Background: an optimization exercise with open tools, aiming at small area, a short achievable clock period and few clock cycles. Do not read the settings as production practice. No functional check of the RTL was part of any run shown here. Power figures rest on the tool's default switching activity, not on a simulated workload.

--- design/flow/design.v ---
module kvs_LatchedRelay #(
    parameter WIDTH = 16
    )
    (
    input  wire             clk,
    input  wire             rst,
    input  wire             in_valid,
    output wire             in_ready,
    input  wire [WIDTH-1:0] in_data,
    output wire             out_valid,
    input  wire             out_ready,
    output wire [WIDTH-1:0] out_data
);
    reg inReady;
    reg [WIDTH-1:0] bufData;
    reg bufValid;
    reg useInputLine;
    wire outValid;
    assign in_ready = inReady;
    assign out_data = (useInputLine==1'b1) ? in_data : bufData;
    assign outValid = (useInputLine==1'b1) ? in_valid : bufValid;
    assign out_valid = outValid;
    always @(posedge clk) begin
        if (rst==1'b1) begin
            inReady <= 1'b0;
            bufValid <= 1'b0;
            useInputLine <= 1'b0;
        end else begin
            inReady <= out_ready | ~outValid;
            useInputLine <= out_ready;
            if ((out_ready==1'b0 && inReady==1'b1) || bufValid==1'b0) begin
                bufData <= in_data;
                bufValid <= in_valid;
                if (in_valid==1'b0) begin
                    useInputLine <= 1'b1;
                end
            end
        end
    end
endmodule
module nukv_Predicate_Eval (
    input  wire         clk,
    input  wire         rst,
    input  wire [47:0]  pred_config,
    input  wire         pred_valid,
    output wire         pred_ready,
    input  wire [511:0] value_data,
    input  wire         value_valid,
    input  wire         value_last,
    input  wire         value_drop,
    output wire         value_ready,
    output wire [511:0] output_data,
    output wire         output_valid,
    output wire         output_last,
    output wire         output_drop,
    input  wire         output_ready
);
    reg  [11:0] find_offset;
    reg  [3:0]  find_function;
    reg  [31:0] find_value;
    reg         have_pred;   
    reg  [5:0]  word_idx;    
    reg         word_nz;     
    reg         drop;        
    reg         evaluated;   
    wire [1:0] sh_hi  = find_offset[5:4];
    wire [1:0] sh_mid = find_offset[3:2];
    wire [1:0] sh_lo  = find_offset[1:0];
    wire [1023:0] ext0 = {512'd0, value_data};
    wire [151:0]  ext1;
    wire [55:0]   ext2;
    wire [31:0]   field;
    genvar k;
    generate
        for (k = 0; k < 19; k = k + 1) begin : g_hi
            assign ext1[k*8 +: 8] = mux4(sh_hi, ext0[k*8 +: 8], ext0[(k+16)*8 +: 8],
                                         ext0[(k+32)*8 +: 8], ext0[(k+48)*8 +: 8]);
        end
        for (k = 0; k < 7; k = k + 1) begin : g_mid
            assign ext2[k*8 +: 8] = mux4(sh_mid, ext1[k*8 +: 8], ext1[(k+4)*8 +: 8],
                                         ext1[(k+8)*8 +: 8], ext1[(k+12)*8 +: 8]);
        end
        for (k = 0; k < 4; k = k + 1) begin : g_lo
            assign field[k*8 +: 8] = mux4(sh_lo, ext2[k*8 +: 8], ext2[(k+1)*8 +: 8],
                                          ext2[(k+2)*8 +: 8], ext2[(k+3)*8 +: 8]);
        end
    endgenerate
    function [7:0] mux4;
        input [1:0] sel;
        input [7:0] a, b, c, d;
        case (sel)
            2'd0: mux4 = a;
            2'd1: mux4 = b;
            2'd2: mux4 = c;
            default: mux4 = d;
        endcase
    endfunction
    wire [31:0] cmp_gt0 = field & ~find_value;
    wire [31:0] cmp_eq0 = ~(field ^ find_value);
    wire [15:0] cmp_gt1, cmp_eq1;
    wire [7:0]  cmp_gt2, cmp_eq2;
    wire [3:0]  cmp_gt3, cmp_eq3;
    wire [1:0]  cmp_gt4, cmp_eq4;
    generate
        for (k = 0; k < 16; k = k + 1) begin : g_c1
            assign cmp_gt1[k] = cmp_gt0[2*k+1] | (cmp_eq0[2*k+1] & cmp_gt0[2*k]);
            assign cmp_eq1[k] = cmp_eq0[2*k+1] & cmp_eq0[2*k];
        end
        for (k = 0; k < 8; k = k + 1) begin : g_c2
            assign cmp_gt2[k] = cmp_gt1[2*k+1] | (cmp_eq1[2*k+1] & cmp_gt1[2*k]);
            assign cmp_eq2[k] = cmp_eq1[2*k+1] & cmp_eq1[2*k];
        end
        for (k = 0; k < 4; k = k + 1) begin : g_c3
            assign cmp_gt3[k] = cmp_gt2[2*k+1] | (cmp_eq2[2*k+1] & cmp_gt2[2*k]);
            assign cmp_eq3[k] = cmp_eq2[2*k+1] & cmp_eq2[2*k];
        end
        for (k = 0; k < 2; k = k + 1) begin : g_c4
            assign cmp_gt4[k] = cmp_gt3[2*k+1] | (cmp_eq3[2*k+1] & cmp_gt3[2*k]);
            assign cmp_eq4[k] = cmp_eq3[2*k+1] & cmp_eq3[2*k];
        end
    endgenerate
    wire field_gt = cmp_gt4[1] | (cmp_eq4[1] & cmp_gt4[0]);
    wire field_eq = cmp_eq4[1] & cmp_eq4[0];
    reg fail;
    always @(*) begin
        case (find_function)
            4'd0:    fail = ~field_eq;
            4'd1:    fail = field_gt;
            4'd2:    fail = ~field_gt & ~field_eq;
            4'd3:    fail = field_eq;
            default: fail = 1'b0;
        endcase
    end
    wire hit   = (find_offset[11:6] == word_idx) &
                 (word_nz | (find_offset[5:0] != 6'd0));
    wire hold  = hit & value_last & ~evaluated;
    wire both  = have_pred & value_valid & ~rst;
    wire go    = output_ready & ~hold & ~rst;
    wire done  = both & go & value_last;     
    assign value_ready  = have_pred & go;
    assign pred_ready   = ~rst & (~have_pred | (value_valid & value_last & go));
    assign output_valid = both & go;
    assign output_data  = value_data;
    assign output_last  = value_last;
    assign output_drop  = value_last & (value_drop | drop);
    always @(posedge clk) begin
        if (rst)
            have_pred <= 1'b0;
        else if (pred_valid & pred_ready)
            have_pred <= 1'b1;
        else if (done)
            have_pred <= 1'b0;
        if (pred_valid & pred_ready) begin
            find_offset   <= pred_config[11:0];
            find_function <= pred_config[15:12];
            find_value    <= pred_config[47:16];
        end
    end
    always @(posedge clk) begin
        if (rst) begin
            word_idx  <= 6'd0;
            word_nz   <= 1'b0;
            drop      <= 1'b0;
            evaluated <= 1'b0;
        end else if (both) begin
            if (hold) begin
                evaluated <= 1'b1;
                drop      <= fail;
            end else if (output_ready) begin
                if (value_last) begin
                    word_idx  <= 6'd0;
                    word_nz   <= 1'b0;
                    drop      <= 1'b0;
                    evaluated <= 1'b0;
                end else begin
                    word_idx <= word_idx + 6'd1;
                    word_nz  <= 1'b1;
                    if (hit)
                        drop <= fail;
                end
            end
        end
    end
endmodule
module pred_eval_top (
    input  wire         clk,
    input  wire         rst,
    input  wire [47:0]  pred_config,
    input  wire         pred_valid,
    output wire         pred_ready,
    input  wire [511:0] value_data,
    input  wire         value_valid,
    input  wire         value_last,
    input  wire         value_drop,
    output wire         value_ready,
    output wire [511:0] output_data,
    output wire         output_valid,
    output wire         output_last,
    output wire         output_drop,
    input  wire         output_ready
);
    nukv_Predicate_Eval pred_eval (
        .clk(clk),
        .rst(rst),
        .pred_config(pred_config),
        .pred_valid(pred_valid),
        .pred_ready(pred_ready),
        .value_data(value_data),
        .value_valid(value_valid),
        .value_last(value_last),
        .value_drop(value_drop),
        .value_ready(value_ready),
        .output_data(output_data),
        .output_valid(output_valid),
        .output_last(output_last),
        .output_drop(output_drop),
        .output_ready(output_ready)
    );
endmodule
--- design/flow/flow/run.sh ---
#!/bin/bash
# Standard ORFS layout, except that the port buffers are the smallest
# plain buffer (repair_design still upsizes any that need it).
set -euo pipefail
bash standard.sh BUFFER_PORTS_ARGS="-buffer_cell sky130_fd_sc_hd__buf_1" finish > standard.log 2>&1
--- design/flow/standard.sh ---
#!/bin/bash
# synth_recipe.tcl (not shown) runs the flow's synth.tcl, then flattens the netlist and writes it again
# the make line also repeats each setting of config.mk as NAME=value (left out here)
make -C /OpenROAD-flow-scripts/flow DESIGN_CONFIG=/design/flow/config.mk WORK_HOME=/design/flow/orfs CLKGATE_MAP_FILE= SYNTH_SCRIPT=/design/flow/synth_recipe.tcl "${@:-finish}"
--- design/flow/config.mk ---
export PLATFORM = sky130hd
export DESIGN_NAME = pred_eval_top
export DESIGN_NICKNAME = pred_eval_top
export VERILOG_FILES = /design/flow/design.v
export SDC_FILE = /design/flow/constraint.sdc
export NUM_CORES = 4
export LEC_CHECK = 0
export CAP_MARGIN = 20
export CORE_AREA = 5 5 375 375
export DIE_AREA = 0 0 380 380
export SETUP_SLACK_MARGIN = 2.0
export SLEW_MARGIN = 20
--- design/flow/constraint.sdc ---
create_clock -name core_clock -period 7.0 [get_ports {clk}]
set_input_delay 1.4000 -clock core_clock [delete_from_list [all_inputs] [get_ports {clk}]]
set_output_delay 1.4000 -clock core_clock [all_outputs]
set_load 0.01 [all_outputs]
==> summary.txt, run 1 <==
post-synthesis sequential area ratio 13.18%; die width 380 um; vias per inst about 3.8; # clock sinks 58; status no timing/DRC/antenna violations; I/O pins 1084; Setup CP Type reg -> reg; Worst-Margin Slew 1.131 ns; fin area 15100 sq um; Num CTS Buffers 9; wire length per cell 38.99 um; I/O Buffers approximately 1100; Clock power frac 23.0%; r2r worst-path depth 14; layout cell share with drive strength beyond 1 about an eighth; First DRT Iteration DRCs 1393; DR pass1 iterations 7; max_cap viols 0; # setup viols final 0; row cnt roughly 140; RSZ-0062 raised after global routing no; Sw Share 46.03%; CTS Hold Bufs 0; crit path to pred_eval.drop$_SDFFE_PP0P_; clock latency (worst-skew pair) approximately 0.34 ns; antenna violations before repair roughly 160; via count 13600; Placed Cells 3531; Mean Syn Cell Area just over 10 sq um; Mapped Area 12450 sq um; Die Y 380 um; Tmin final 4.829 ns; Max Clk Rate 207.1 MHz; Power Density approximately 130 nW/um^2; RePlAce Congestion 1.069; Final nets between 2000 and 2500; Post-CTS Setup Bufs 0; Area after DPL 14710 sq um; Total Routing Usage GR a little under a fifth; largest net degree at the start of global routing 87; DRC Markers 0; reg2reg setup slack 2.17 ns; core area 135800 sq um; Layout Skew 0.01295 ns; Final Cycle Share 68.98%; clock slew at reported path FFs 0.05 ns; setup TNS 0 ns; synth warn 1; Pleak ~0.0045 uW; H-tree lvl count 3; EDFF count, synth 48; post-cts resize count 0; Max VDD drop 0.09380 mV; Worst Setup Start Kind flip-flop; HPWL Detailed ~130000 um; switching power 872.1 uW; reg2reg start pred_eval.find_offset[4]$_DFFE_PP_; Data arrival, critical path between 5 and 6 ns; Mapped Cells 1234; vias in the first global route 13090; Combinational Power Share a little under three fifths; ys async rst share 0%; CP Launch Point pred_eval.find_offset[4]$_DFFE_PP_; Hold Violations, Final 0; non-filler cells, final 3583; post-detailed-route count of antenna-violating nets 0; Worst Setup End Kind flip-flop; clock tree from TritonCTS built; worst hold slack 0.4690 ns; first-pass GRT wire length roughly 170000 um; Crit Path Max Fanout 86; max-slew violations 0; Int Pwr between 1000 and 1500 uW; Post-Syn Nets 1834; Yosys reg bits slightly below 60; clock root cell clkbuf_16; remaining global-route overflow 0; relative slew slack 24.63%; CTS max path bufs 2; Synth-to-Final Area Change 21.27%; final WL around 140000 um; reg2reg end pred_eval.drop$_SDFFE_PP0P_; Fill cells 15910; DIE AREA 144400 sq um; initial core utilization 9.169%; Post-synth top flop edfxtp_1; Hold Path Class reg -> reg; Distinct cells, synth 41; Sequential Power Share 20.8%; worst endpoint required time slightly above 7 ns
## state kept, by name, indices dropped and copies added (netlist names)
name,flops
pred_eval.find_value,32
pred_eval.find_offset,12
pred_eval.word_idx,6
pred_eval.find_function,4
pred_eval.drop,1
pred_eval.evaluated,1
pred_eval.have_pred,1
pred_eval.word_nz,1
## Yosys cell counts (21+ instances only)
cell	count	area, sq um
a21oi_1	28	140.1
mux2i_1	45	450.4
ha_1	33	412.9
mux4_2	182	4099
buf_4	520	3904
nand2_1	97	364.1
edfxtp_1	48	1441
buf_2	21	105.1
o21ai_0	42	210.2
clkbuf_1	27	101.4
nor2_1	34	127.6
inv_1	41	153.9
## placed cells by master, fill, tap and decap left out, types with 2 or more instances in the layout
cell type and count:
buf_1 1083, mux4_2 182, nand2_1 97, edfxtp_1 48
mux2i_1 45, o21ai_0 42, inv_1 41, diode_2 36
nor2_1 34, ha_1 33, a21oi_1 28, a31oi_1 12
o21ai_1 12, nand4_1 10, clkbuf_16 10, dfxtp_1 10
xor2_1 8, mux2_2 8, buf_4 8, nand3_1 6
nor3_1 5, a211oi_1 4, clkinv_1 3, buf_12 3
nor4_1 2, o21a_1 2, and2_1 2, nor2b_1 2
nand2b_1 2, o21bai_1 2, nand3b_1 2, a21o_1 2
clkinv_2 2
## cells by family after synthesis
kind of cell / share of synthesized area (%)
AOI/OAI and AO/OA: 5.064
xor gates and xnor gates: 0.6331
adders and majority gates: 3.316
buffers and inverters: 34.91
DFF: 13.18
muxes: 37.26
and+or+nand+nor: 5.637
## per-layer routing
layer / GRT usage [%] / vias up / share of wire (%)
met3: 11.26 / 331 / 14
met4: 3.230 / 58 / 2.5
li1: - / 5063 / -
met2: 30.08 / 1256 / 46
met1: 20.32 / 6891 / 37
met5: 0 / - / 0.28
## worst min path at each step
| stage | from | to | depth (start not counted) | slack (ns) |
|---|---|---|---|---|
| 5_1_grt | pred_eval.word_nz$_SDFFE_PP0P_ | pred_eval.word_nz$_SDFFE_PP0P_ | 2 | 0.51 |
| 3_3_place_gp | pred_eval.word_nz$_SDFFE_PP0P_ | pred_eval.word_nz$_SDFFE_PP0P_ | 2 | 0.45 |
| 3_5_place_dp | pred_eval.word_nz$_SDFFE_PP0P_ | pred_eval.word_nz$_SDFFE_PP0P_ | 2 | 0.46 |
| 6_report | pred_eval.word_nz$_SDFFE_PP0P_ | pred_eval.word_nz$_SDFFE_PP0P_ | 2 | 0.47 |
| 4_1_cts | pred_eval.word_nz$_SDFFE_PP0P_ | pred_eval.word_nz$_SDFFE_PP0P_ | 2 | 0.48 |
| 2_1_floorplan | pred_eval.word_nz$_SDFFE_PP0P_ | pred_eval.word_nz$_SDFFE_PP0P_ | 2 | 0.44 |
## through the flow
step	total power [uW]	setup slack, ns	utilization (%)
floorplan	1052	2.789	-
global placement	1465	1.806	10.83
detailed placement	1474	1.949	10.83
CTS	1920	2.034	11.04
global route	1991	2.006	11.07
finish	1895	2.171	11.12
## cell type report
class                           instances  area (sq um)  share of cell area, %
Sequential cell                        58          1642                  10.87
Antenna cell                           36         90.09                 0.5966
Inverter                               41         153.9                  1.019
Clock inverter                          7         60.06                 0.3977
Multi-Input combinational cell        555          6480                  42.91
Tap cell                             1781          2228                  14.76
Clock buffer                            9         225.2                  1.491
Timing Repair Buffer                 1096          4222                  27.96
## worst max-delay path, stage by stage, from the launching register on
cell       delay (ns)
edfxtp_1         0.46
clkbuf_16        0.39
mux4_2           0.71
mux4_2           0.58
mux2_2           0.32
nor2_1           0.09
a31oi_1          0.06
ha_1             0.34
a21oi_1          0.17
nor2_1           0.07
a211oi_1         0.21
o21ai_0          0.15
a221oi_1         0.43
a21oi_1          0.12
o31ai_1          0.23
## power groups by stage
stage / Combinational (uW) / Sequential, uW / Clock (uW)
4_1_cts: 1080 / 394 / 446
6_report: 1070 / 394 / 435
2_1_floorplan: 653 / 399 / 0
3_5_place_dp: 1070 / 401 / 0
5_1_grt: 1140 / 395 / 460
3_3_place_gp: 1060 / 401 / 0
==> run 2: changes to the inputs <==
--- a/design/flow/design.v
+++ b/design/flow/design.v
@@ -97,39 +97,35 @@
     endfunction
     wire [31:0] cmp_gt0 = field & ~find_value;
-    wire [31:0] cmp_eq0 = ~(field ^ find_value);
-    wire [15:0] cmp_gt1, cmp_eq1;
-    wire [7:0]  cmp_gt2, cmp_eq2;
-    wire [3:0]  cmp_gt3, cmp_eq3;
-    wire [1:0]  cmp_gt4, cmp_eq4;
+    wire [31:0] cmp_lt0 = ~field & find_value;
+    wire [15:0] cmp_gt1, cmp_lt1;
+    wire [7:0]  cmp_gt2, cmp_lt2;
+    wire [3:0]  cmp_gt3, cmp_lt3;
+    wire [1:0]  cmp_gt4, cmp_lt4;
     generate
         for (k = 0; k < 16; k = k + 1) begin : g_c1
-            assign cmp_gt1[k] = cmp_gt0[2*k+1] | (cmp_eq0[2*k+1] & cmp_gt0[2*k]);
-            assign cmp_eq1[k] = cmp_eq0[2*k+1] & cmp_eq0[2*k];
+            assign cmp_gt1[k] = cmp_gt0[2*k+1] | (~cmp_lt0[2*k+1] & cmp_gt0[2*k]);
+            assign cmp_lt1[k] = cmp_lt0[2*k+1] | (~cmp_gt0[2*k+1] & cmp_lt0[2*k]);
         end
         for (k = 0; k < 8; k = k + 1) begin : g_c2
-            assign cmp_gt2[k] = cmp_gt1[2*k+1] | (cmp_eq1[2*k+1] & cmp_gt1[2*k]);
-            assign cmp_eq2[k] = cmp_eq1[2*k+1] & cmp_eq1[2*k];
+            assign cmp_gt2[k] = cmp_gt1[2*k+1] | (~cmp_lt1[2*k+1] & cmp_gt1[2*k]);
+            assign cmp_lt2[k] = cmp_lt1[2*k+1] | (~cmp_gt1[2*k+1] & cmp_lt1[2*k]);
         end
         for (k = 0; k < 4; k = k + 1) begin : g_c3
-            assign cmp_gt3[k] = cmp_gt2[2*k+1] | (cmp_eq2[2*k+1] & cmp_gt2[2*k]);
-            assign cmp_eq3[k] = cmp_eq2[2*k+1] & cmp_eq2[2*k];
+            assign cmp_gt3[k] = cmp_gt2[2*k+1] | (~cmp_lt2[2*k+1] & cmp_gt2[2*k]);
+            assign cmp_lt3[k] = cmp_lt2[2*k+1] | (~cmp_gt2[2*k+1] & cmp_lt2[2*k]);
         end
         for (k = 0; k < 2; k = k + 1) begin : g_c4
-            assign cmp_gt4[k] = cmp_gt3[2*k+1] | (cmp_eq3[2*k+1] & cmp_gt3[2*k]);
-            assign cmp_eq4[k] = cmp_eq3[2*k+1] & cmp_eq3[2*k];
+            assign cmp_gt4[k] = cmp_gt3[2*k+1] | (~cmp_lt3[2*k+1] & cmp_gt3[2*k]);
+            assign cmp_lt4[k] = cmp_lt3[2*k+1] | (~cmp_gt3[2*k+1] & cmp_lt3[2*k]);
         end
     endgenerate
-    wire field_gt = cmp_gt4[1] | (cmp_eq4[1] & cmp_gt4[0]);
-    wire field_eq = cmp_eq4[1] & cmp_eq4[0];
-    reg fail;
-    always @(*) begin
-        case (find_function)
-            4'd0:    fail = ~field_eq;
-            4'd1:    fail = field_gt;
-            4'd2:    fail = ~field_gt & ~field_eq;
-            4'd3:    fail = field_eq;
-            default: fail = 1'b0;
-        endcase
-    end
+    wire field_gt = cmp_gt4[1] | (~cmp_lt4[1] & cmp_gt4[0]);
+    wire field_lt = cmp_lt4[1] | (~cmp_gt4[1] & cmp_lt4[0]);
+    wire fn_ne = (find_function == 4'd0);
+    wire fn_gt = (find_function == 4'd1);
+    wire fn_lt = (find_function == 4'd2);
+    wire fn_eq = (find_function == 4'd3);
+    wire fail  = field_gt ? (fn_ne | fn_gt) :
+                 field_lt ? (fn_ne | fn_lt) : fn_eq;
     wire hit   = (find_offset[11:6] == word_idx) &
                  (word_nz | (find_offset[5:0] != 6'd0));
@@ -157,25 +153,29 @@
         end
     end
+    wire upd = both & hit & (value_last ? ~evaluated : go);
+    always @(posedge clk) begin
+        if (rst)
+            drop <= 1'b0;
+        else if (upd)
+            drop <= fail;
+        else if (done)
+            drop <= 1'b0;
+    end
     always @(posedge clk) begin
         if (rst) begin
             word_idx  <= 6'd0;
             word_nz   <= 1'b0;
-            drop      <= 1'b0;
             evaluated <= 1'b0;
         end else if (both) begin
             if (hold) begin
                 evaluated <= 1'b1;
-                drop      <= fail;
             end else if (output_ready) begin
                 if (value_last) begin
                     word_idx  <= 6'd0;
                     word_nz   <= 1'b0;
-                    drop      <= 1'b0;
                     evaluated <= 1'b0;
                 end else begin
                     word_idx <= word_idx + 6'd1;
                     word_nz  <= 1'b1;
-                    if (hit)
-                        drop <= fail;
                 end
             end
==> design/flow/flow/run.sh (replaced) <==
#!/bin/bash
# Standard ORFS layout, except that the port buffers are the smallest
# plain buffer (repair_design still upsizes any that need it) and pins may
# sit on adjacent routing tracks, so the die need not be pin-limited.
set -euo pipefail
bash standard.sh \
  BUFFER_PORTS_ARGS="-buffer_cell sky130_fd_sc_hd__buf_1" \
  PLACE_PINS_ARGS="-min_distance 1 -min_distance_in_tracks" \
  finish > standard.log 2>&1
--- a/design/flow/config.mk
+++ b/design/flow/config.mk
@@ -7,6 +7,6 @@
 export LEC_CHECK = 0
 export CAP_MARGIN = 20
-export CORE_AREA = 5 5 375 375
-export DIE_AREA = 0 0 380 380
+export CORE_AREA = 5 5 175 175
+export DIE_AREA = 0 0 180 180
 export SETUP_SLACK_MARGIN = 2.0
 export SLEW_MARGIN = 20
==> run 2 against run 1 <==
Against the previous run:
- still clean on timing, DRC and antenna
- flip-flop and latch count unchanged
- sequential power up 2%
- power down 3.2%
- area after synthesis up 6.8%
- critical path type is now in -> reg
==> summary.txt, run 2 <==
Yosys reg bits 58 (unchanged); r2r worst-path depth 14 (unchanged); Clock power frac 27.5% (+4.5 points); biggest regs pred_eval.find_value (32), pred_eval.find_offset (12), pred_eval.word_idx (6); Int Pwr 1109 uW (+8.5%); most used cell, CP maj3_2; Area after DPL 13510 sq um (-8.2%); crit-path max cell delay 0.50 ns (-0.21 ns); vias in the first global route 13770 (+5.1%); antenna violations before repair 25 (-84%); Biggest register pred_eval.find_value; most frequent cells in the layout buf_1, mux4_2, mux2i_1; DR pass1 iterations 23 (+16); max_cap viols 0 (unchanged); top-count cell post-synth buf_4; row cnt 62 (-54%); Mapped Area 13300 sq um (+6.8%); relative slew slack 36.04% (+11 points); Storage cell area 1642 sq um (unchanged); via count 14100 (+3.6%); Buf/Inv on CP 1 (unchanged); family with the most delay on the worst path compound AO/OA/AOI/OAI gates; CTS max path bufs 2 (unchanged); post-detailed-route count of antenna-violating nets 0 (unchanged); DRC Markers 0 (unchanged); Fill cells 2840 (-82%); First DRT Iteration DRCs 1372 (-1.5%); worst endpoint required time 7.25 ns (about the same); final WL 68070 um (-51%); clock latency (worst-skew pair) 0.33 ns (about the same); Mean Syn Cell Area 9.733 sq um (-3.5%); Hold Violations, Final 0 (unchanged); EDFF count, synth 48 (unchanged); Crit Path Max Fanout 3 (-97%); Mapped Cells 1366 (+11%); max reg flops 32 (unchanged); core area 28630 sq um (-79%); largest area contributor in the netlist buf_4; status no timing/DRC/antenna violations; DIE AREA 32400 sq um (-78%); remaining global-route overflow 0 (unchanged); synth warn 1 (unchanged); Hold Path Class reg -> reg; # setup viols final 0 (unchanged); Post-Syn Nets 1934 (+5.5%); Max Clk Rate 209.9 MHz (+1.4%); wire length per cell 29.52 um (-24%); vias per inst 6.112 (+61%); Critical Path, Cell by Cell buf_1 -> mux4_1 -> a22o_1 -> a221oi_1 -> o22ai_1 -> nor2_1 -> maj3_2 -> maj3_2 -> maj3_2 -> a21o_1 -> a21oi_1 -> o311ai_1 -> mux2_1 -> mux2i_1 -> o2bb2ai_1; Sw Share 39.50% (-6.5 points); first-pass GRT wire length 93960 um (-44%); Stages on worst setup path 15 (+1); Worst-Margin Slew 0.9581 ns (-0.1725 ns); ys async rst share 0% (unchanged); Hold Path Cell Cnt 2 (unchanged); worst hold slack 0.4857 ns (+0.01669 ns); share of the synthesized area in the top cell type 29.59% (-3.3 points); clock slew at reported path FFs 0.05 ns (about the same); largest net degree at the start of global routing 87 (unchanged); Combinational Power Share 50.7% (-5.5 points); area of the multi-input gates 7169 sq um (+11%); initial core utilization 46.45% (+37 points); max-slew violations 0 (unchanged); Final Cycle Share 68.05% (-0.93 points); clock root cell clkbuf_16; Pleak 0.004670 uW (+3.7%); most area-consuming cells after synthesis buf_4, mux4_2, edfxtp_1, mux2i_1, mux2_2; Post-synth top flop edfxtp_1; Num CTS Buffers 9 (unchanged); RePlAce Congestion 1.093 (+2.2%); H-tree lvl count 3 (unchanged); Distinct cells, synth 79 (+93%); Worst Setup Start Kind input port; post-synthesis sequential area ratio 12.35% (-0.84 points); Worst Setup End Kind flip-flop; fin area 14050 sq um (-7.0%); Synth-to-Final Area Change 5.647%; final core utilization 49.07% (+38 points); switching power 724.2 uW (-17%); # clock sinks 58 (unchanged); Power Density 130.5 nW/um^2 (+4.0%); Slowest cell on crit path a221oi_1; setup TNS 0 ns (unchanged); Layout Skew 0.006381 ns (-0.006565 ns); commonest non-fill, non-tap cell in the layout buf_1; Synth top cells by count buf_4, mux4_2, mux2i_1; Setup CP Type in -> reg; layout cell share with drive strength beyond 1 12.05% (-0.46 points); HPWL Detailed 58680 um (-55%); clock tree from TritonCTS built; Max VDD drop 0.1183 mV (+26%); I/O pins 1084 (unchanged); Final nets 2463 (+4.3%); Total Routing Usage GR 38.45% (+20 points); CTS Hold Bufs 0 (unchanged); I/O Buffers 1083 (unchanged); Data arrival, critical path 5.02 ns (-0.05 ns); Tmin final 4.764 ns (-0.06521 ns); die width 180 um (-53%); Die Y 180 um (-53%); Sequential Power Share 21.8% (+1.0 points); RSZ-0062 raised after global routing no
## run 2: cell count changes after synthesis, sizes merged, moves of 18 or more
cell / previous run / this run
maj3: 0 / 29
mux2i: 45 / 85
ha: 33 / 1
inv: 41 / 8
mux4: 182 / 129
nand2: 97 / 69
o21ai: 54 / 35
o22ai: 0 / 18
mux2: 8 / 39
## run 2: kinds of logic (layout without fill, tap and decap cells)
group                    count (synthesis)  after routing  share of synthesized area, %
AO/OA/AOI/OAI                          221            221                         12.02
multiplexers                           253            253                         31.87
AND/OR/NAND/NOR                        193            193                         6.917
flip-flops                              58             58                         12.35
other                                    0             22                             0
buffers and inverters                  603           1137                         33.94
XOR/XNOR                                 8              8                        0.5270
adder cells (fa/ha/maj)                 30             30                         2.390
## run 2: tightest hold or removal path, cell delays in order (launching register included)
cell,delay [ns]
dfxtp_1,0.33
nor2_1,0.05
nor2_1,0.07
## run 2: path summary, 6_finish.rpt
path / start / endpoint / slack, ns
worst max-delay path: value_data[217] / pred_eval.drop$_SDFFE_PP0P_ / 2.24
worst min-delay path: pred_eval.word_nz$_SDFFE_PP0P_ / pred_eval.word_nz$_SDFFE_PP0P_ / 0.49
worst max register to register: pred_eval.find_offset[5]$_DFFE_PP_ / pred_eval.drop$_SDFFE_PP0P_ / 2.34
worst min register to register: pred_eval.word_nz$_SDFFE_PP0P_ / pred_eval.word_nz$_SDFFE_PP0P_ / 0.49
## run 2: area by class of cell
class | count | area share, %
Clock inverter | 7 | 0.8284
Tap cell | 384 | 3.421
Inverter | 11 | 0.3207
Clock buffer | 9 | 1.603
Multi-Input combinational cell | 705 | 51.04
Sequential cell | 58 | 11.69
Timing Repair Buffer | 1110 | 30.71
Antenna cell | 22 | 0.3919
## run 2: through the flow
step / power [uW] / setup WS (ns) / instances
2_1_floorplan: 1100 / 2.515 / 1366
3_3_place_gp: 1309 / 2.080 / 2253
3_5_place_dp: 1310 / 1.977 / 2253
4_1_cts: 1818 / 2.004 / 2272
5_1_grt: 1908 / 2.053 / 2305
6_report: 1834 / 2.236 / 2306
## run 2: timing repair
| item | 4_1_cts | 5_1_grt |
|---|---|---|
| setup endpoints to repair | 1 | 1 |
| buffers inserted | 3 | 12 |
| pin swaps | 0 | 0 |
| gates resized for setup | 0 | 8 |
## run 2: power groups by stage
stage	Sequential, uW	Clock, uW	Combinational (uW)
after floorplan	401	0	699
after CTS	403	507	908
final	400	505	929
after global routing	401	529	978
after detailed placement	411	0	899
after global placement	412	0	898
## run 2: per-layer routing
layer | vias to the layer above | wire [um] | track usage (%)
li1 | 5669 | - | -
met2 | 1289 | 32700 | 65.93
met1 | 6836 | 23960 | 43.90
met3 | 297 | 7119 | 10.29
met5 | - | 22 | 0
met4 | 4 | 4265 | 20.36
==> run 3: changes to the inputs <==
==> design/flow/flow/run.sh (replaced) <==
#!/bin/bash
# Standard ORFS layout, except that the port buffers are the smallest
# plain buffer (repair_design still upsizes any that need it).
set -euo pipefail
bash standard.sh BUFFER_PORTS_ARGS="-buffer_cell sky130_fd_sc_hd__buf_1" finish > standard.log 2>&1
--- a/design/flow/config.mk
+++ b/design/flow/config.mk
@@ -7,6 +7,6 @@
 export LEC_CHECK = 0
 export CAP_MARGIN = 20
-export CORE_AREA = 5 5 175 175
-export DIE_AREA = 0 0 180 180
+export CORE_AREA = 5 5 375 375
+export DIE_AREA = 0 0 380 380
 export SETUP_SLACK_MARGIN = 2.0
 export SLEW_MARGIN = 20
==> run 3 against run 2 <==
Against the previous run:
- still clean on timing, DRC and antenna
- power grew 15%
- cell count grew 63%
- sequential power is essentially flat
- combinational power grew 27%
- via count grew 8.2%
- register-to-register slack lost 0.21 ns
- critical path depth grew 1
- largest cell class unchanged
- largest power group unchanged
- highest routed layer unchanged
==> summary.txt, run 3 <==
status no timing/DRC/antenna violations; I/O Buffers 1083 (unchanged); ys async rst share 0% (unchanged); largest net degree at the start of global routing 58 (-33%); Die Y 380 um (+110%); most frequent cells in the layout buf_1, mux4_2, mux2i_1; final WL 168100 um (+150%); Hold Path Class reg -> reg; Fill cells 15890 (+460%); worst endpoint required time 7.27 ns (+0.02 ns); Data arrival, critical path 5.15 ns (+0.13 ns); post-detailed-route count of antenna-violating nets 0 (unchanged); Synth-to-Final Area Change 21.97%; # clock sinks 58 (unchanged); CTS Hold Bufs 0 (unchanged); Tmin final 4.872 ns (+0.1088 ns); Power Density 130.0 nW/um^2 (-0.44%); Storage cell area 1642 sq um (unchanged); relative slew slack 39.81% (+3.8 points); max reg flops 32 (unchanged); Max VDD drop 0.09238 mV (-22%); dpl ws 1.325 ns (-0.6515 ns); vias in the first global route 14140 (+2.7%); Setup CP Type reg -> reg; via count 15250 (+8.2%); wire length per cell 44.67 um (+51%); die width 380 um (+110%); DIE AREA 144400 sq um (+350%); Layout Skew 0.01524 ns (+0.008859 ns); top-count cell post-synth buf_4; synth warn 1 (unchanged); max-slew violations 0 (unchanged); Synth top cells by count buf_4, mux4_2, mux2i_1; max_cap viols 0 (unchanged); initial core utilization 9.790% (-37 points); I/O pins 1084 (unchanged); most used cell, CP a221o_1; row cnt 135 (+120%); DR pass1 iterations 5 (-78%); non-filler cells, final 3764 (+63%); Yosys reg bits 58 (unchanged); H-tree lvl count 3 (unchanged); clock slew at reported path FFs 0.06 ns (about the same); reg2reg start pred_eval.find_offset[5]$_DFFE_PP_; Power, Total 2108 uW (+15%); RePlAce Congestion 1.059 (-3.1%); final worst slack 2.128 ns (-0.1088 ns); EDFF count, synth 48 (unchanged); Distinct cells, synth 79 (unchanged); Mapped Cells 1366 (unchanged); Slowest cell on crit path and2b_2; biggest regs pred_eval.find_value (32), pred_eval.find_offset (12), pred_eval.word_idx (6); remaining global-route overflow 0 (unchanged); Worst Setup Start Kind flip-flop; first-pass GRT wire length 199100 um (+110%); DRC Markers 0 (unchanged); area of the multi-input gates 7269 sq um (+1.4%); clock latency (worst-skew pair) 0.34 ns (about the same); crit-path max cell delay 0.65 ns (+0.15 ns); Min-Delay Startpoint pred_eval.evaluated$_SDFFE_PP0P_; antenna violations before repair 202 (+710%); layout cell share with drive strength beyond 1 14.20% (+2.2 points); Post-synth top flop edfxtp_1; Final Cycle Share 69.60% (+1.6 points); Total Routing Usage GR 22.00% (-16 points); post-synthesis sequential area ratio 12.35% (unchanged); CTS max path bufs 2 (unchanged); final core utilization 11.94% (-37 points); clock tree from TritonCTS built; First DRT Iteration DRCs 1493 (+8.8%); RSZ-0062 raised after global routing no; most area-consuming cells after synthesis buf_4, mux4_2, edfxtp_1, mux2i_1, mux2_2; share of the synthesized area in the top cell type 29.59% (unchanged); largest area contributor in the netlist buf_4; CP Launch Point pred_eval.find_offset[5]$_DFFE_PP_; Num CTS Buffers 9 (unchanged); Worst-Margin Slew 0.9065 ns (-0.05156 ns); HPWL Detailed 155200 um (+160%); Pleak 0.004846 uW (+3.8%); commonest non-fill, non-tap cell in the layout buf_1; clock root cell clkbuf_16; Mean Syn Cell Area 9.733 sq um (unchanged); vias per inst 4.052 (-34%); Mapped Area 13300 sq um (unchanged); Post-Syn Nets 1934 (unchanged); Final nets 2492 (+1.2%); Biggest register pred_eval.find_value; core area 135800 sq um (+370%); Placed Cells 3679 (+63%); Critical Path, Cell by Cell buf_12 -> and2b_2 -> buf_4 -> a221o_1 -> a31oi_1 -> nor2b_1 -> a221o_1 -> nand2_1 -> a21o_1 -> maj3_2 -> o21ai_1 -> a32oi_1 -> o311ai_2 -> mux2_1 -> mux2i_1 -> o2bb2ai_1; setup TNS 0 ns (unchanged); # setup viols final 0 (unchanged); Worst Setup End Kind flip-flop; Crit Path Max Fanout 57 (+54); Max Clk Rate 205.2 MHz (-2.2%); Hold Violations, Final 0 (unchanged)
-- run 3: power by group --
part           total, uW  switching [uW]  internal (uW)
logic               1180             791            386
clock network        530             179            351
registers            401            11.9            389
total               2110             982           1130
-- run 3: timing repair --
action | CTS | global route
setup endpoints to repair | 2 | 2
gates resized for setup | 11 | 10
setup buffers | 11 | 4
-- run 3: worst paths after layout --
path / endpoint / slack (ns) / cells after the start
hold reg to reg: pred_eval.evaluated$_SDFFE_PP0P_ / 0.47 / 2
setup reg to reg: pred_eval.drop$_SDFFE_PP0P_ / 2.13 / 16
hold / removal: pred_eval.evaluated$_SDFFE_PP0P_ / 0.47 / 2
setup / recovery: pred_eval.drop$_SDFFE_PP0P_ / 2.13 / 16
-- run 3: area by class of cell --
type,instances,share of cell area (%)
clock buffers,9,1.389
well taps,1781,13.74
inverters,11,0.2546
diodes,54,0.8333
clock inverters,7,0.7716
repair buffers,1139,28.06
flip-flops and latches,58,10.12
multi-input cells,705,44.83
-- run 3: cells by family (layout without fill, tap and decap cells) --
kind of cell               Yosys count  count (layout)  synth area share, %
buffers and inverters              603            1166                33.94
muxes                              253             253                31.87
AOI/OAI and AO/OA                  221             221                12.02
and+or+nand+nor                    193             193                6.917
DFF                                 58              58                12.35
adders and majority gates           30              30                2.390
xor gates and xnor gates             8               8               0.5270
other                                0              54                    0
-- run 3: through the flow --
step	cell area [sq um]	hold WS, ns
floorplan	13300	0.4280
global placement	15510	0.4413
detailed placement	15510	0.4589
CTS	15990	0.4744
global route	16150	0.5464
finish	16220	0.4718
-- run 3: critical path: cells and delay by family (launching register included) --
| kind | cells | cell delay, ns |
|---|---|---|
| AO/OA/AOI/OAI | 8 | 1.85 |
| AND/OR/NAND/NOR | 3 | 0.98 |
| buffers and inverters | 2 | 0.54 |
| flip-flops | 1 | 0.49 |
| multiplexers | 2 | 0.49 |
| adder cells (fa/ha/maj) | 1 | 0.30 |
-- run 3: routing by layer --
layer / vias up / GRT usage [%] / wire [um]
met3: 489 / 15.94 / 28340
li1: 5762 / - / -
met1: 7486 / 21.30 / 53420
met5: - / 0 / 575
met2: 1432 / 36.63 / 77840
met4: 82 / 7.678 / 7970
==> run 4: changes to the inputs <==
--- a/design/flow/design.v
+++ b/design/flow/design.v
@@ -56,15 +56,14 @@
     input  wire         output_ready
 );
-    reg  [11:0] find_offset;
-    reg  [3:0]  find_function;
+    reg  [5:0]  find_word;   
+    reg         fail_gt;     
+    reg         fail_lt;     
+    reg         fail_eq;     
     reg  [31:0] find_value;
     reg         have_pred;   
     reg  [5:0]  word_idx;    
-    reg         word_nz;     
+    reg         armed;       
     reg         drop;        
-    reg         evaluated;   
-    wire [1:0] sh_hi  = find_offset[5:4];
-    wire [1:0] sh_mid = find_offset[3:2];
-    wire [1:0] sh_lo  = find_offset[1:0];
+    reg  [3:0] sh_hi, sh_mid, sh_lo;    
     wire [1023:0] ext0 = {512'd0, value_data};
     wire [151:0]  ext1;
@@ -74,25 +73,24 @@
     generate
         for (k = 0; k < 19; k = k + 1) begin : g_hi
-            assign ext1[k*8 +: 8] = mux4(sh_hi, ext0[k*8 +: 8], ext0[(k+16)*8 +: 8],
+            assign ext1[k*8 +: 8] = sel4(sh_hi, ext0[k*8 +: 8], ext0[(k+16)*8 +: 8],
                                          ext0[(k+32)*8 +: 8], ext0[(k+48)*8 +: 8]);
         end
         for (k = 0; k < 7; k = k + 1) begin : g_mid
-            assign ext2[k*8 +: 8] = mux4(sh_mid, ext1[k*8 +: 8], ext1[(k+4)*8 +: 8],
+            assign ext2[k*8 +: 8] = sel4(sh_mid, ext1[k*8 +: 8], ext1[(k+4)*8 +: 8],
                                          ext1[(k+8)*8 +: 8], ext1[(k+12)*8 +: 8]);
         end
         for (k = 0; k < 4; k = k + 1) begin : g_lo
-            assign field[k*8 +: 8] = mux4(sh_lo, ext2[k*8 +: 8], ext2[(k+1)*8 +: 8],
+            assign field[k*8 +: 8] = sel4(sh_lo, ext2[k*8 +: 8], ext2[(k+1)*8 +: 8],
                                           ext2[(k+2)*8 +: 8], ext2[(k+3)*8 +: 8]);
         end
     endgenerate
-    function [7:0] mux4;
-        input [1:0] sel;
+    function [7:0] sel4;
+        input [3:0] oh;
         input [7:0] a, b, c, d;
-        case (sel)
-            2'd0: mux4 = a;
-            2'd1: mux4 = b;
-            2'd2: mux4 = c;
-            default: mux4 = d;
-        endcase
+        sel4 = ({8{oh[0]}} & a) | ({8{oh[1]}} & b) | ({8{oh[2]}} & c) | ({8{oh[3]}} & d);
+    endfunction
+    function [3:0] onehot2;
+        input [1:0] v;
+        onehot2 = 4'd1 << v;
     endfunction
     wire [31:0] cmp_gt0 = field & ~find_value;
@@ -122,16 +120,10 @@
     wire field_gt = cmp_gt4[1] | (~cmp_lt4[1] & cmp_gt4[0]);
     wire field_lt = cmp_lt4[1] | (~cmp_gt4[1] & cmp_lt4[0]);
-    wire fn_ne = (find_function == 4'd0);
-    wire fn_gt = (find_function == 4'd1);
-    wire fn_lt = (find_function == 4'd2);
-    wire fn_eq = (find_function == 4'd3);
-    wire fail  = field_gt ? (fn_ne | fn_gt) :
-                 field_lt ? (fn_ne | fn_lt) : fn_eq;
-    wire hit   = (find_offset[11:6] == word_idx) &
-                 (word_nz | (find_offset[5:0] != 6'd0));
-    wire hold  = hit & value_last & ~evaluated;
+    wire hold  = armed & value_last;
     wire both  = have_pred & value_valid & ~rst;
     wire go    = output_ready & ~hold & ~rst;
-    wire done  = both & go & value_last;     
+    wire take  = both & go;                  
+    wire done  = take & value_last;          
+    wire load  = pred_valid & pred_ready;    
     assign value_ready  = have_pred & go;
     assign pred_ready   = ~rst & (~have_pred | (value_valid & value_last & go));
@@ -143,43 +135,43 @@
         if (rst)
             have_pred <= 1'b0;
-        else if (pred_valid & pred_ready)
+        else if (load)
             have_pred <= 1'b1;
         else if (done)
             have_pred <= 1'b0;
-        if (pred_valid & pred_ready) begin
-            find_offset   <= pred_config[11:0];
-            find_function <= pred_config[15:12];
+        if (load) begin
+            find_word     <= pred_config[11:6];
+            sh_hi         <= onehot2(pred_config[5:4]);
+            sh_mid        <= onehot2(pred_config[3:2]);
+            sh_lo         <= onehot2(pred_config[1:0]);
+            fail_gt <= (pred_config[15:12] == 4'd0) | (pred_config[15:12] == 4'd1);
+            fail_lt <= (pred_config[15:12] == 4'd0) | (pred_config[15:12] == 4'd2);
+            fail_eq <= (pred_config[15:12] == 4'd3);
             find_value    <= pred_config[47:16];
         end
     end
-    wire upd = both & hit & (value_last ? ~evaluated : go);
-    always @(posedge clk) begin
-        if (rst)
-            drop <= 1'b0;
-        else if (upd)
-            drop <= fail;
-        else if (done)
-            drop <= 1'b0;
-    end
+    wire [5:0] word_idx_next = word_idx + 6'd1;
     always @(posedge clk) begin
         if (rst) begin
-            word_idx  <= 6'd0;
-            word_nz   <= 1'b0;
-            evaluated <= 1'b0;
-        end else if (both) begin
-            if (hold) begin
-                evaluated <= 1'b1;
-            end else if (output_ready) begin
-                if (value_last) begin
-                    word_idx  <= 6'd0;
-                    word_nz   <= 1'b0;
-                    evaluated <= 1'b0;
-                end else begin
-                    word_idx <= word_idx + 6'd1;
-                    word_nz  <= 1'b1;
-                end
-            end
+            word_idx <= 6'd0;
+            armed    <= 1'b0;
+        end else begin
+            if (take)
+                word_idx <= value_last ? 6'd0 : word_idx_next;
+            if (load)
+                armed <= (pred_config[11:6] == 6'd0) & (pred_config[5:0] != 6'd0);
+            else if (both & hold)
+                armed <= 1'b0;
+            else if (take)
+                armed <= ~value_last & (find_word == word_idx_next);
         end
     end
+    wire upd  = both & armed & (value_last | output_ready);
+    wire keep = ~rst & ~upd & ~done;
+    wire drop_next = (field_gt & upd & fail_gt) |
+                     (field_lt & upd & fail_lt) |
+                     (~field_gt & ~field_lt & upd & fail_eq) |
+                     (keep & drop);
+    always @(posedge clk)
+        drop <= drop_next;
 endmodule
 module pred_eval_top (
==> design/flow/flow/run.sh (replaced) <==
#!/bin/bash
# Standard ORFS layout, except that the port buffers are the smallest
# plain buffer (repair_design still upsizes any that need it) and pins may
# sit on adjacent routing tracks, so the die need not be pin-limited.
set -euo pipefail
bash standard.sh \
  BUFFER_PORTS_ARGS="-buffer_cell sky130_fd_sc_hd__buf_1" \
  PLACE_PINS_ARGS="-min_distance 1 -min_distance_in_tracks" \
  finish > standard.log 2>&1
--- a/design/flow/config.mk
+++ b/design/flow/config.mk
@@ -7,6 +7,6 @@
 export LEC_CHECK = 0
 export CAP_MARGIN = 20
-export CORE_AREA = 5 5 375 375
-export DIE_AREA = 0 0 380 380
+export CORE_AREA = 5 5 175 175
+export DIE_AREA = 0 0 180 180
 export SETUP_SLACK_MARGIN = 2.0
 export SLEW_MARGIN = 20
==> run 4 against run 3 <==
Against the previous run:
- clock-buffer cell count rose by 3
- worst hold slack improved by 0.056 ns
- sequential power rose by 7.0%
- wire length fell by 60%
- area after synthesis fell by 4.8%
- still clean on timing, DRC and antenna
- power fell by 20%
- register-to-register slack improved by 0.33 ns
- clock skew fell by 0.011 ns
- core utilization rose by 34 points
==> summary.txt, run 4 <==
CTS max path bufs 2 (unchanged); final WL 67940 um (-60%); die width 180 um (-53%); clock latency (worst-skew pair) 0.32 ns (-0.02 ns); max reg flops 32 (unchanged); share of the synthesized area in the top cell type 31.30% (+1.7 points); Worst Setup End Kind flip-flop; Post-Syn Nets 2121 (+9.7%); Yosys reg bits 62 (+6.9%); Synth Area in Compound Gates 41.98% (+30 points); Layout Skew 0.004084 ns (-0.01116 ns); Synth top cells by count buf_4, a22o_1, o21ai_0; synth warn 1 (unchanged); clock root cell clkbuf_16; Hold Path Class reg -> reg; vias in the first global route 14940 (+5.6%); Critical Path, Cell by Cell buf_1 -> a22o_1 -> a221oi_1 -> o2111ai_1 -> a2111oi_1 -> o21ai_1 -> a2bb2oi_1 -> nor2_1 -> a21oi_1 -> o21bai_1 -> or4_1 -> a31oi_1 -> a2bb2oi_1; Power Density 127.9 nW/um^2 (-1.6%); largest area contributor in the netlist buf_4; core area 28630 sq um (-79%); Final nets 2618 (+5.1%); Pleak 0.004140 uW (-15%); RePlAce Congestion 1.166 (+10%); clock tree from TritonCTS built; Mean Syn Cell Area 8.153 sq um (-16%); post-detailed-route count of antenna-violating nets 0 (unchanged); Num CTS Buffers 9 (unchanged); post-cts resize count 0 (-11); Biggest register pred_eval.find_value; biggest regs pred_eval.find_value (32), pred_eval.find_word (6), pred_eval.word_idx (6); CTS Hold Bufs 0 (unchanged); EDFF count, synth 53 (+10%); Tmin final 4.764 ns (-0.1087 ns); DIE AREA 32400 sq um (-78%); crit-path max cell delay 1.00 ns (+0.35 ns); post-synthesis adder-cell area fraction 0.8498% (-1.5 points); most frequent cells in the layout buf_1, a22o_1, o21ai_0; top-count cell post-synth buf_4; I/O Buffers 1083 (unchanged); Final Cycle Share 68.05% (-1.6 points); remaining global-route overflow 0 (unchanged); wire length per cell 27.64 um (-38%); Die Y 180 um (-53%); relative slew slack 31.77% (-8.0 points); most used cell, CP a2bb2oi_1; initial core utilization 44.23% (+34 points); Post-Synth XOR/XNOR Area 0.6225% (+0.096 points); post-synthesis simple-gate area fraction 5.771% (-1.1 points); vias per inst 6.349 (+57%); clock slew at reported path FFs 0.05 ns (about the same); Post-synth top flop edfxtp_1; antenna violations before repair 28 (-86%); worst endpoint required time 7.26 ns (about the same); via count 15610 (+2.3%); final worst slack 2.236 ns (+0.1087 ns); Hold Violations, Final 0 (unchanged); Synth-to-Final Area Change 4.031%; setup TNS 0 ns (unchanged); multiplexer share of the synthesized area 0% (-32 points); Max VDD drop 0.1380 mV (+49%); # clock sinks 62 (+6.9%); HPWL Detailed 56850 um (-63%); First DRT Iteration DRCs 1653 (+11%); Crit Path Max Fanout 4 (-93%); Worst Setup Start Kind input port; I/O pins 1084 (unchanged); RSZ-0062 raised after global routing no; first-pass GRT wire length 94510 um (-53%); Total Routing Usage GR 37.73% (+16 points); status no timing/DRC/antenna violations; max-slew violations 0 (unchanged); Mapped Cells 1553 (+14%); max_cap viols 0 (unchanged); row cnt 62 (-54%); Post-CTS Setup Bufs 0 (-11); most area-consuming cells after synthesis buf_4, edfxtp_1, a22o_1, a22oi_1, o21ai_0; commonest non-fill, non-tap cell in the layout buf_1; Worst-Margin Slew 1.021 ns (+0.1143 ns); Max Clk Rate 209.9 MHz (+2.3%); DR pass1 iterations 6 (+1); layout cell share with drive strength beyond 1 2.725% (-11 points); ys async rst share 0% (unchanged); largest family of logic cells by synthesized area compound AO/OA/AOI/OAI gates; dpl ws 1.994 ns (+0.6686 ns); Distinct cells, synth 68 (-14%); # setup viols final 0 (unchanged); post-synthesis sequential area ratio 13.99% (+1.6 points); largest net degree at the start of global routing 118 (+100%); Data arrival, critical path 5.02 ns (-0.13 ns); Setup CP Type in -> reg; DRC Markers 0 (unchanged); Slowest cell on crit path a2111oi_1; H-tree lvl count 3 (unchanged); Mapped Area 12660 sq um (-4.8%)
-- run 4: stage by stage --
| stage | power [uW] | cells | utilization [%] | hold slack [ns] | area, sq um |
|---|---|---|---|---|---|
| detailed placement | 1246 | 2423 | 44.86 | 0.5189 | 12840 |
| global route | 1759 | 2457 | 46.01 | 0.5754 | 13170 |
| finish | 1684 | 2458 | 46.02 | 0.5282 | 13170 |
| floorplan | 1048 | 1553 | - | 0.4599 | 12660 |
| CTS | 1676 | 2439 | 45.85 | 0.5282 | 13130 |
| global placement | 1243 | 2423 | 44.86 | 0.5110 | 12840 |
-- run 4: layout make-up --
class / count / area, sq um
Antenna cell: 19 / 47.55
Clock buffer: 12 / 236.5
Clock inverter: 4 / 48.80
Fill cell: 3071 / 15450
Inverter: 22 / 82.58
Multi-Input combinational cell: 852 / 6240
Sequential cell: 62 / 1772
Tap cell: 384 / 480.5
Timing Repair Buffer: 1103 / 4265
-- run 4: report_power, final --
part | switching, uW | internal [uW] | leakage, uW | total [uW]
sequential | 11.0 | 418 | 0.000569 | 429
clock | 150 | 275 | 0.000141 | 424
combinational | 544 | 286 | 0.00343 | 830
-- run 4: path summary, 6_finish.rpt --
path,cells after the start,slack [ns],to,startpoint
max,13,2.24,pred_eval.drop$_DFF_P_,value_data[122]
min reg2reg,2,0.53,pred_eval.word_idx[4]$_SDFFE_PP0P_,pred_eval.word_idx[4]$_SDFFE_PP0P_
min,2,0.53,pred_eval.word_idx[4]$_SDFFE_PP0P_,pred_eval.word_idx[4]$_SDFFE_PP0P_
max reg2reg,13,2.46,pred_eval.drop$_DFF_P_,pred_eval.sh_hi[1]$_SDFFCE_PP0P_
-- run 4: cells by family (layout without fill, tap and decap cells) --
kind of cell               after synthesis  after routing
other                                    0             19
AOI/OAI and AO/OA                      692            692
buffers and inverters                  639           1141
DFF                                     62             62
adders and majority gates               10             10
xor gates and xnor gates                 9              9
and+or+nand+nor                        141            141
-- run 4: worst max-delay path: cells and delay by family --
| family | cells | cell delay [ns] |
|---|---|---|
| AO/OA/AOI/OAI | 10 | 2.95 |
| buffers and inverters | 1 | 0.08 |
| AND/OR/NAND/NOR | 2 | 0.57 |
-- run 4: layer usage --
layer	vias to the layer above	track usage, %	share of wire [%]
li1	6569	-	-
met1	7342	43.72	37
met2	1316	59.68	44
met3	360	13.82	12
met4	18	22.49	6.4
met5	-	0	0.15

-- afterwards: timing with drivers on the ports --
How much do the figures lean on ideal ports? The routed layouts below were timed once more, with nothing changed but the port constraints. Step 1 assumes that a clkbuf_16 drives the clock port and a buf_2 every other input. Step 2 adds t to the input delays and takes it off the output delays; t is the mean of the earliest and latest rising clock arrival at the registers after step 1. Input paths then give back, and output paths get back, about the clock's delay inside the block. Three values: no drivers, after step 1, after step 2; two values: the first two.
run | shift t [ns] | setup WS [ns] | worst data-port slew with drivers (ns)
run 1 | 0.373 | 2.171 / 2.171 / 1.898 | 0.29
run 2 | 0.356 | 2.236 / 2.197 / 1.841 | 0.18
run 3 | 0.372 | 2.128 / 2.118 / 1.745 | 0.37
run 4 | 0.365 | 2.236 / 2.254 / 1.888 | 0.15
After both steps every run listed still meets setup and hold. For run 2, which loses most, drivers alone change the setup slack by -0.039 ns; drivers and shift together by -0.395 ns.
